This is an optimization exercise on Yosys and OpenROAD, whose aim is small area, not a production implementation.
In this exercise RTL edits were held to simulation tests only and were not proved equivalent to the original.
Power figures rest on the tool's default switching activity, not on a simulated workload.

<file path="design/flow/config.mk">
export PLATFORM = sky130hd
export DESIGN_NAME = STOPWATCH
export DESIGN_NICKNAME = STOPWATCH
export VERILOG_FILES = /design/flow/design.v
export SDC_FILE = /design/flow/constraint.sdc
export NUM_CORES = 4
export LEC_CHECK = 0
export CAP_MARGIN = 20
export CORE_MARGIN = 2
export CORE_UTILIZATION = 40
export CTS_BUF_LIST = sky130_fd_sc_hd__clkbuf_2 sky130_fd_sc_hd__clkbuf_4
export SLEW_MARGIN = 20
</file>
<file path="design/flow/constraint.sdc">
create_clock -name core_clock -period 10.0 [get_ports {in_clk}]
set_input_delay 2.0000 -clock core_clock [delete_from_list [all_inputs] [get_ports {in_clk}]]
set_output_delay 2.0000 -clock core_clock [all_outputs]
set_load 0.01 [all_outputs]
</file>
<file path="design/flow/design.v">
module clock_dividor(clk, rst, speedup, slowdown, tick);
input  logic clk, rst, speedup, slowdown;    
output logic tick;                           
logic [7:0] lo;
logic [2:0] ph;
logic prev, w, last, fb;
assign last = (lo == 8'h67);
assign fb   = lo[7] ^ lo[3] ^ lo[2] ^ lo[1] ^ last;
always_comb
  case ({speedup, slowdown})
    2'b01:   w = ~ph[2];
    2'b10:   w = ~ph[0];
    default: w = ~ph[1];
  endcase
always_ff @(posedge clk) begin
  lo[0]   <= rst | fb;
  lo[2:1] <= lo[1:0];
  lo[3]   <= ~rst & lo[2];
  lo[4]   <= lo[3];
  lo[5]   <= rst | lo[4];
  lo[7:6] <= lo[6:5];
  if (rst) ph <= 3'd0;
  else if (last) begin
    ph[0] <= ~ph[0];
    ph[1] <= ph[1] ^ ph[0];
    ph[2] <= ph[2] ^ (ph[1] & ph[0]);
  end
  prev <= w;
end
assign tick = w & ~prev;
endmodule
module seven_seg_decoder(v, y);
input  logic [3:0] v;
output logic [6:0] y;
assign y[0] = ~((~v[0] & v[1] & ~v[2]));
assign y[1] = ~((~v[0] & v[1] & v[2]) | (v[0] & ~v[1] & ~v[3]));
assign y[2] = ~((v[0]) | (v[1] & v[2]));
assign y[3] = (v[0] & ~v[1]) | (~v[0] & v[1]) | (~v[2]);
assign y[4] = ~((v[0] & ~v[1] & ~v[2] & ~v[3]) | (~v[0] & v[1] & v[2]));
assign y[5] = ~((v[1] & ~v[2]) | (v[0] & ~v[1] & ~v[3]));
assign y[6] = (v[3]) | (~v[0] & v[2]) | (v[1]);
endmodule
module seven_seg_decoder_m0(v, y);
input  logic [3:0] v;
output logic [6:0] y;
assign y[0] = ~((~v[0] & v[1] & ~v[2]));
assign y[1] = ~((~v[0] & v[1] & v[2]) | (v[0] & ~v[1] & ~v[3]));
assign y[2] = ~((v[0]) | (v[1] & v[2]));
assign y[3] = (v[0] & ~v[1]) | (~v[0] & v[1]) | (~v[2]);
assign y[4] = ~((v[0] & ~v[1] & ~v[2] & ~v[3]) | (~v[0] & v[1] & v[2]));
assign y[5] = ~((v[1] & ~v[2]) | (v[0] & ~v[1] & ~v[3]));
assign y[6] = (v[3]) | (~v[0] & v[2]) | (v[1]);
endmodule
module seven_seg_decoder6(v, y);
input  logic [2:0] v;
output logic [6:0] y;
assign y[0] = ~((~v[0] & v[1]));
assign y[1] = ~((v[0] & ~v[1] & ~v[2]) | (~v[0] & v[2]));
assign y[2] = (~v[0] & ~v[2]);
assign y[3] = ~((v[0] & v[2]));
assign y[4] = ~((v[0] & ~v[1] & ~v[2]) | (~v[0] & v[2]));
assign y[5] = (~v[0] & ~v[1]) | (v[2]);
assign y[6] = ~((~v[1] & ~v[2]));
endmodule
module seven_seg_decoder4(v, y);
input  logic [1:0] v;
output logic [6:0] y;
assign y[0] = ~((v[0] & ~v[1]));
assign y[1] = (v[0] & ~v[1]) | (~v[0] & v[1]);
assign y[2] = (v[0] & ~v[1]);
assign y[3] = 1'b1;
assign y[4] = (v[0] & ~v[1]) | (~v[0] & v[1]);
assign y[5] = (v[0] & v[1]);
assign y[6] = ~((~v[0] & ~v[1]));
endmodule
module STOPWATCH(in_clk, reset, start, up, plus_min2, speedup, slowdown, out_S0, out_S1, out_M0, out_M1);
input  logic in_clk, reset, start, up, plus_min2, speedup, slowdown;
output logic [6:0] out_S0, out_S1, out_M0, out_M1;
logic tick;
clock_dividor div (.clk(in_clk), .rst(~reset), .speedup(speedup), .slowdown(slowdown), .tick(tick));
sw_core core (.clk(in_clk), .tick(tick), .reset(reset), .start(start), .up(up), .plus_min2(plus_min2),
              .out_S0(out_S0), .out_S1(out_S1), .out_M0(out_M0), .out_M1(out_M1));
endmodule
module sw_core(clk, tick, reset, start, up, plus_min2, out_S0, out_S1, out_M0, out_M1);
input  logic clk, tick, reset, start, up, plus_min2;
output logic [6:0] out_S0, out_S1, out_M0, out_M1;
logic rst, pm;
assign rst = ~reset;
assign pm  = ~plus_min2;
logic [3:0] S0, M0;
logic [2:0] S1;
logic [1:0] M1;
logic ups;              
logic upp;              
logic [1:0] k;          
logic q;                
logic m1_hi, m1_step_up, m0_lim, m0_zero, s0_wrap, s0_z, s0_9, s1_b, s1_c, s1_wrap, s1_5;
logic A, B, C, D, E, ovf, M41, comp, en0;
logic [3:0] s0_step, m0_raw, m0_n;
logic [2:0] s1_step;
logic [1:0] m1_step;
assign s0_step[0] = (~S0[0]);
assign s0_step[1] = (~S0[0] & S0[2] & ~ups) | (S0[0] & ~S0[2] & ~S0[3] & ups) | (~S0[0] & S0[1] & ups) | (S0[0] & S0[1] & ~ups);
assign s0_step[2] = ~((~S0[0] & ~S0[2] & ups) | (S0[0] & S0[3]) | (~S0[2] & ~S0[3] & ~ups) | (S0[0] & ~S0[1] & ups) | (~S0[0] & S0[1] & ~ups));
assign s0_step[3] = (~S0[0] & ~S0[1] & ~S0[2] & ~S0[3] & ~ups) | (S0[0] & ~S0[1] & S0[2] & ups) | (S0[0] & S0[3] & ~ups) | (~S0[0] & S0[3] & ups);
assign s0_wrap = (S0[0] & S0[3] & ups) | (~S0[0] & ~S0[1] & ~S0[2] & ~S0[3] & ~ups);
assign s0_z = (~S0[0] & ~S0[1] & ~S0[2] & ~S0[3]);
assign s0_9 = (S0[0] & S0[3]);
assign s1_step[0] = (~S1[0]);
assign s1_step[1] = (S1[0] & ~S1[1] & ~S1[2] & ups) | (S1[0] & S1[1] & ~ups) | (~S1[0] & S1[1] & ups) | (~S1[0] & S1[2] & ~ups);
assign s1_step[2] = (~S1[0] & S1[2] & ups) | (~S1[0] & ~S1[1] & ~S1[2] & ~ups) | (S1[0] & S1[1] & ups) | (S1[0] & S1[2] & ~ups);
assign s1_wrap = (S1[0] & S1[2] & ups) | (~S1[0] & ~S1[1] & ~S1[2] & ~ups);
assign s1_b = (~S1[0] & S1[1] & ~ups) | (S1[0] & S1[1] & ups);
assign s1_c = (~S1[1] & ~S1[2] & ~ups) | (S1[0] & S1[1] & ups) | (S1[2] & ups);
assign s1_5 = (S1[0] & S1[2]);
assign m1_hi = (M1[0] & M1[1] & ups) | (~M1[0] & ~M1[1] & ~ups);
assign m1_step[0] = (~M1[0]);
assign m1_step[1] = (M1[1] & ups) | (M1[0] & ups) | (M1[0] & M1[1]);
assign m0_lim = (M0[0] & M0[3] & ups) | (~M0[0] & ~M0[1] & ~M0[2] & ~M0[3] & ~ups);
assign m0_zero = (~M0[0] & ~M0[1] & ~M0[2] & ~M0[3]);
assign m0_raw[0] = (~M0[0] & D) | (M0[0] & ~D);
assign m0_raw[1] = ~((~M0[1] & ~D & ~pm) | (M0[2] & ups & pm) | (~M0[2] & ~M0[3] & ~ups & pm) | (M0[3] & ~D) | (M0[3] & ~pm) | (~M0[1] & M0[2] & ups) | (~M0[1] & ~M0[2] & ~M0[3] & ~ups) | (M0[0] & M0[3] & ~ups) | (~M0[0] & M0[3] & ups) | (M0[0] & ~M0[1] & M0[2] & ~pm) | (~M0[0] & ~M0[1] & ups & ~pm) | (M0[0] & M0[2] & ups & D) | (~M0[0] & ~M0[2] & ~M0[3] & ~ups & D) | (~M0[0] & M0[1] & M0[2] & D & pm) | (M0[0] & M0[1] & ups & D & pm));
assign m0_raw[2] = ~((~M0[2] & ~M0[3] & ~ups) | (M0[3] & ups) | (~M0[2] & ~D & ~pm) | (M0[1] & ~ups & pm) | (~M0[1] & ups & ~D & pm) | (~M0[0] & ~M0[1] & ~M0[3] & D & pm) | (~M0[1] & ~M0[2] & ups & ~pm) | (M0[0] & ~M0[1] & M0[2] & ups & D) | (M0[0] & M0[3] & ~pm) | (~M0[0] & ~M0[2] & ups & ~pm) | (~M0[0] & M0[1] & ~ups & D) | (M0[0] & M0[1] & M0[2] & D & pm));
assign m0_raw[3] = ~((M0[1] & ~pm) | (M0[2] & ~ups) | (~M0[2] & ~M0[3] & ups) | (M0[3] & pm) | (M0[1] & ~D) | (~M0[3] & ~D & ~pm) | (M0[0] & M0[1] & ~M0[2]) | (~M0[0] & M0[2] & ~pm) | (~M0[0] & M0[1] & M0[2]) | (~M0[0] & M0[3] & ~ups & D) | (M0[0] & ~M0[3] & ~ups & ~pm) | (M0[0] & ~M0[2] & ups & D) | (M0[0] & ~M0[1] & M0[2] & D & pm));
assign ovf = (~M0[0] & M0[1] & ~M0[2] & ~ups & D & pm) | (M0[3] & ups & pm) | (~M0[1] & ~M0[2] & ~M0[3] & ~ups & pm) | (M0[0] & M0[3] & ups & D) | (~M0[0] & ~M0[1] & ~M0[2] & ~M0[3] & ~ups & D) | (M0[0] & ~M0[1] & M0[2] & ups & D & pm);
assign E = (~M0[0] & M0[1] & ~M0[2] & ~ups & D & pm) | (M0[3] & ups & pm) | (~M0[1] & ~M0[2] & ~M0[3] & ~ups & pm) | (M0[0] & M0[3] & ups) | (~M0[0] & ~M0[1] & ~M0[2] & ~M0[3] & ~ups & D) | (M0[0] & ~M0[1] & M0[2] & ups & D & pm);
assign A    = m1_hi & m0_lim;                  
assign B    = A & s1_b;                        
assign en0  = start & ~(B & (ups | s0_z));
assign C    = en0 & s0_wrap;                   
assign D    = C & s1_wrap;                     
assign M41  = E & m1_hi;
assign comp = (s1_c & A) | (ovf & m1_hi);      
assign m0_n = M41 ? 4'd9 : m0_raw;
logic M3, error1;
assign M3     = (upp ^ up) & start;
assign error1 = M3 | k[1] | k[0];
always_ff @(posedge clk)
  if (rst) begin
    S0  <= 4'd0;
    S1  <= up ? 3'd2 : 3'd3;
    M0  <= up ? 4'd0 : 4'd9;
    M1  <= up ? 2'd0 : 2'd3;
    ups <= up;
    upp <= up;
    k   <= 2'd0;
    q   <= 1'b0;
  end else if (tick) begin
    if (comp)                        S0 <= 4'd0;
    else if (en0 | (ups & s0_9))     S0 <= s0_step;
    if (comp & ~(C & ups & s1_5))    S1 <= ups ? 3'd3 : 3'd2;
    else if (C)                      S1 <= s1_step;
    if (~ups & M41)                  M0 <= 4'd0;
    else if (~(A & D) & (start | pm)) M0 <= m0_n;
    if (E & ~m1_hi & (pm | start))   M1 <= m1_step;
    if (~start)                      ups <= up;
    upp  <= up;
    k[1] <= M3 | (k[1] & k[0]);
    k[0] <= M3 | (k[1] & ~k[0]);
    q    <= ~q & error1;
  end
logic [6:0] d_S0, d_S1, d_M0, d_M1;
seven_seg_decoder  dS0 (.v(S0), .y(d_S0));
seven_seg_decoder6 dS1 (.v(S1), .y(d_S1));
seven_seg_decoder_m0 dM0 (.v(M0), .y(d_M0));
seven_seg_decoder4 dM1 (.v(M1), .y(d_M1));
assign out_S0 = error1 ? (q ? 7'h5b : 7'h00) : d_S0;
assign out_S1 = error1 ? (q ? 7'h74 : 7'h00) : d_S1;
assign out_M0 = error1 ? (q ? 7'h5b : 7'h00) : d_M0;
assign out_M1 = error1 ? (q ? 7'h74 : 7'h00) : d_M1;
endmodule
</file>
<file path="design/flow/flow/run.sh">
#!/bin/bash
# Own layout flow: the standard layout (standard.sh), with three changes:
#  - synthesis is synth_recipe.tcl with ABC's mapping script replaced by flow/abc_area.script
#    (an area-oriented script), run with several random seeds, keeping the smallest result;
#    the flip-flop mapping and register names are the standard synthesis's, unchanged;
#  - the input and output port buffers are sky130_fd_sc_hd__buf_1;
#  - no adder extraction (ADDER_MAP_FILE empty): ABC maps all the logic.
# Each tool's output goes to orfs/logs/ as in the standard flow; make's output to flow_make.log.
set -euo pipefail
W=$PWD
# synthesis script: synth_recipe.tcl with an abc wrapper after its first line
{
  head -n 1 synth_recipe.tcl
  cat <<'T'
# ABC is run with flow/abc_area.script once per seed in MY_ABC_SEEDS (the script's @SEED@), each
# time on the same netlist, and the run with the smallest cell area is kept.
proc abc {args} {
  set j [lsearch -exact $args -D]
  if { $j >= 0 } { set args [lreplace $args $j [expr {$j + 1}]] }
  set lib [lindex $args [expr {[lsearch -exact $args -liberty] + 1}]]
  set i [lsearch -exact $args -script]
  yosys design -save abc_start
  set best_area 1e30
  foreach seed $::env(MY_ABC_SEEDS) {
    set f [open $::env(MY_ABC_SCRIPT) r]
    set text [string map [list @SEED@ $seed] [read $f]]
    close $f
    set script $::env(RESULTS_DIR)/abc_seed$seed.script
    set f [open $script w]
    puts $f $text
    close $f
    lset args [expr {$i + 1}] $script
    yosys design -load abc_start
    puts "abc with the area script, seed $seed: $args"
    yosys abc {*}$args
    yosys tee -q -o $::env(RESULTS_DIR)/abc_seed$seed.stat stat -liberty $lib
    set f [open $::env(RESULTS_DIR)/abc_seed$seed.stat r]
    set area 1e30
    regexp {Chip area for module [^:]*: ([0-9.]+)} [read $f] -> area
    close $f
    puts "abc seed $seed: cell area $area"
    if { $area < $best_area } {
      set best_area $area
      yosys design -save abc_best
    }
  }
  yosys design -load abc_best
  puts "abc: kept cell area $best_area"
}
T
  tail -n +2 synth_recipe.tcl
} > my_synth.tcl
# standard.sh with that synthesis script and the port buffer cell
sed -e "s#SYNTH_SCRIPT=[^ ]*synth_recipe.tcl#SYNTH_SCRIPT=$W/my_synth.tcl MY_ABC_SCRIPT=$W/flow/abc_area.script 'MY_ABC_SEEDS=0 1 2 3 4 5' 'BUFFER_PORTS_ARGS=-buffer_cell sky130_fd_sc_hd__buf_1' ADDER_MAP_FILE=#" standard.sh > my_standard.sh
grep -q "my_synth.tcl" my_standard.sh
# optional clock tree arguments
if [[ -f flow/cts_args.txt ]]; then
  sed -i -e "s#ADDER_MAP_FILE=#ADDER_MAP_FILE= 'CTS_ARGS=$(cat flow/cts_args.txt)'#" my_standard.sh
fi
bash my_standard.sh finish > flow_make.log 2>&1
test -s out/final.def
</file>
<file path="design/flow/flow/abc_area.script">
strash; &get -n; &deepsyn -J 200 -S @SEED@ -T 100; &put; balance -l; resub -K 6 -l; rewrite -l; resub -K 6 -N 2 -l; refactor -l; resub -K 8 -l; balance -l; resub -K 8 -N 2 -l; rewrite -l; resub -K 10 -l; rewrite -z -l; resub -K 10 -N 2 -l; balance -l; resub -K 12 -l; refactor -z -l; resub -K 12 -N 2 -l; rewrite -z -l; balance -l; &get -n; &dch -f; &nf -a -R 1000; &put
</file>
<file path="design/flow/standard.sh">
#!/bin/bash
# synth_recipe.tcl (not shown) runs the flow's synth.tcl, then flattens the netlist and writes it again
# the make line also repeats each setting of config.mk as NAME=value (left out here)
make -C /OpenROAD-flow-scripts/flow DESIGN_CONFIG=/design/flow/config.mk WORK_HOME=/design/flow/orfs CLKGATE_MAP_FILE= SYNTH_SCRIPT=/design/flow/synth_recipe.tcl "${@:-finish}"
</file>
==> results_dict.tcl <==
set metrics [dict create \
    status "complete, no violations" \
    hold_class "flop to flop" \
    period_share 0.652 \
    clk_latency_ps 330 \
    rr_worst_depth 14 \
    h-tree-depth 2 \
    ys_seq_area_frac 0.406 \
    slew_headroom 0.437 \
    yosys-top-cells-area "dfxtp_1 22%, edfxtp_1 19%, a21oi_1 8.3%" \
    worst_pin_slew_ps 844 \
    finalWorstSetupSlack_ps 3480 \
    syn-cell-area_um2 1750 \
    r2r_setup_slack_ps 5900 \
    portBuffers 34 \
    synth-main-ff-cell "dfxtp_1" \
    clock_path_buffers 2 \
    post-route-min-period_ps 6520 \
    min_path_cells 0 \
    synth.distinct_cells 37 \
    fp.coreArea_um2 4290 \
    synth_edf_count 11 \
    synth_top_area_frac 0.217 \
    ir_drop_mv 0.105 \
    hold_end "div.lo[7]" \
    switching_share 0.373 \
    worstReg2RegStart "core.ups" \
    final_layout_size_suffix_gt1_frac 0.0264 \
    grt_setup_unrepaired "false" \
    routed-via-count 1736 \
    tns_ps 0 \
    diodes 0 \
    nets 271 \
    cts_setup_buffers 0 \
    reg2reg_to "core.S0[0]" \
    row_count 24 \
    fin_worst_skew_ps 17.5 \
    p_per_area_nw_per_um2 169 \
    ys_ff_latch 30 \
    root_buffer "clkbuf_4" \
    clkPwrFrac 0.203 \
    crit_buf_inv 3 \
    drtPass1Iterations 4 \
    gp_congestion 0.910 \
    fmax_ghz 0.153 \
    hold_violations 0 \
    area_growth_syn_to_layout_pct 14.1 \
    grt_overflow 0 \
    p_comb_frac 0.305 \
    syn_area_per_cell_um2 7.84 \
    end_kind "primary output" \
    dp.final_hpwl_um 3070 \
    cp_cell_sequence "buf_1 > xor2_1 > nand2_1 > nand2_1 > clkinv_1 > nor2_1 > nor2_1 > a21o_1 > o21bai_1 > buf_1" \
    dr.first_iter.drc_count 110 \
    drc 0 \
    yosysTopAreaCell "dfxtp_1" \
    antenna_found_initial 0 \
    cap_violations 0 \
    cts_sinks 30 \
    pre_cts_ws_ps 3450 \
    start_util 0.407 \
    sequentialPowerShare 0.492 \
    finalWirelength_um 4170 \
    cp_top_family "simple AND/OR/NAND/NOR gates" \
    cts.clk_slew.worst_paths_ps 100 \
    worstSetupPathType "primary input to primary output" \
    yosys_warnings 2 \
    grt_pass1_vias 1572 \
    slew_viol_final 0 \
    crit_required_ps 8000 \
    setup_viol 0 \
    netlist_instances 223 \
    power.switching_mw 0.126 \
    track_usage 0.174 \
    final_core_util 0.465 \
    p_leak_nw 0.718 \
    chipWidth_um 70.1 \
    io_pins 35 \
    cts_resized 0 \
    cts_made_buffers 5 \
    power.internal_mw 0.212 \
    synth-async-reset-ratio 0 \
    holdCritStartpoint "div.lo[6]" \
    vias_per_cell 5.48 \
    cp_max_fo 19 \
    dieArea_um2 4920 \
    cts_tree "done" \
    antenna_left 0 \
    setup.worst_path.start_class "primary input" \
    critPathMaxStageDelay_ps 640 \
    grt_max_degree 28 \
    dieHeight_um 70.1 \
    routedWlPerCell_um 13.1 \
    ctsHoldBuffers 0 \
    holdWs_ps 342 \
    syn_nets 230 \
    crit_arrival_ps 4520 \
    slowest_stage "nor2_1" \
    grt_pass1_wl_um 6980 \
]
-- placed cells by master, fill, tap and decap left out, types with 7 or more instances in the layout --
| master | Yosys | final |
|---|---|---|
| o21ai_0 | 20 | 20 |
| nor2_1 | 32 | 32 |
| nand3_1 | 7 | 7 |
| dfxtp_1 | 19 | 19 |
| edfxtp_1 | 11 | 11 |
| nand2_1 | 22 | 22 |
| clkinv_1 | 11 | 12 |
| a21oi_1 | 29 | 29 |
| nand2b_1 | 9 | 9 |
| nor3_1 | 7 | 7 |
| buf_1 | 0 | 34 |
-- worst reg2reg max path, stage by stage (launching register included) --
cell and delay [ps]:
edfxtp_1 910, nor3_1 100, a21oi_1 240, nor2_1 130, o2111ai_1 140, nand2_1 110, a21o_1 200, a211oi_1 310
nand2b_1 230, o211a_1 320, a21oi_1 190, a21oi_1 100, a21oi_1 540, nor2_1 140, mux2_1 310
-- how the worst max path moves through the flow --
stage	start	to	slack, ps	cells past startpoint
finish	up	out_M0[4]	3480	10
global route	up	out_M0[4]	3070	10
CTS	up	out_M0[4]	3450	10
detailed placement	up	out_M0[4]	3450	10
global placement	up	out_M0[4]	3570	10
floorplan	up	out_S0[4]	4120	9
-- through the flow --
step | instance area, um2 | instances | power, mW
final | 2000 | 317 | 0.338
after global routing | 2000 | 317 | 0.366
after CTS | 2000 | 317 | 0.344
after detailed placement | 1940 | 309 | 0.273
after global placement | 1940 | 309 | 0.273
after floorplan | 1750 | 223 | 0.238
-- cells in the mapped netlist, types with 2 or more instances --
library cell	n
a22oi_1	2
nor2_1	32
xor2_1	3
and3_1	3
nor2b_1	6
o22ai_1	6
nor3_1	7
xnor2_1	2
dfxtp_1	19
nand2_1	22
o211ai_1	2
a31o_1	2
nand3_1	7
nand2b_1	9
a21o_1	2
o21ai_0	20
nor4_1	2
a211oi_1	4
edfxtp_1	11
and2_0	5
clkinv_1	11
a21oi_1	29
mux2i_1	3
-- state kept, by name (all words and copies together) (netlist names) --
| signal | count |
|---|---|
| core.ups | 1 |
| core.k | 2 |
| core.S1 | 3 |
| core.q | 1 |
| core.M0 | 4 |
| div.prev | 1 |
| div.lo | 8 |
| div.ph | 3 |
| core.upp | 1 |
| core.M1 | 2 |
| core.S0 | 4 |
-- per-layer routing --
layer  vias up  GRT usage  routed length (um)
li1        900          -                   -
met1       784      0.216                1930
met2        42      0.289                1900
met3        10     0.0418                 236
met4         0     0.0769                  91
met5         -          0                   0
-- logic make-up after synthesis --
family,Yosys count,synth area share
flops,30,0.406
xor+xnor,5,0.0250
compound gates,76,0.260
mux,4,0.0236
buf+inv,11,0.0236
simple gates,97,0.262
-- power by group through the flow --
stage	clock network, mW	registers, mW	logic, mW
floorplan	0	0.163	0.0748
global placement	0	0.169	0.103
detailed placement	0	0.169	0.103
CTS	0.0736	0.166	0.104
global route	0.0791	0.170	0.117
finish	0.0686	0.166	0.103
-- area by class of cell --
type                            instances  area (um2)
Inverter                               11        41.3
Timing Repair Buffer                   34         128
Sequential cell                        30         711
Tap cell                               52        65.1
Clock buffer                            5        37.5
Multi-Input combinational cell        182         997
Fill cell                             490        2300
Clock inverter                          3        16.3

afterwards: timing with drivers on the ports:
Ports are ideal in the flow. The routed layout listed here was re-timed in OpenROAD. Step 1: set_driving_cell puts a clkbuf_16 on in_clk and a buf_2 on each other input, an assumption about the parent block. Step 2 also shifts input and output timing later by t, the mid clock arrival at the registers, as if the neighbouring blocks saw the same clock. Three values: ideal ports, drivers, drivers and shift; two values: the first two.
shift t [ns]: 0.347
setup slack, ns: 3.476 / 3.456 / 3.456
worst slew at a driven data input, ns: 0.03
After both steps this run still meets setup and hold. For this run, drivers alone change the setup slack by -0.020 ns; drivers and shift together by -0.020 ns.
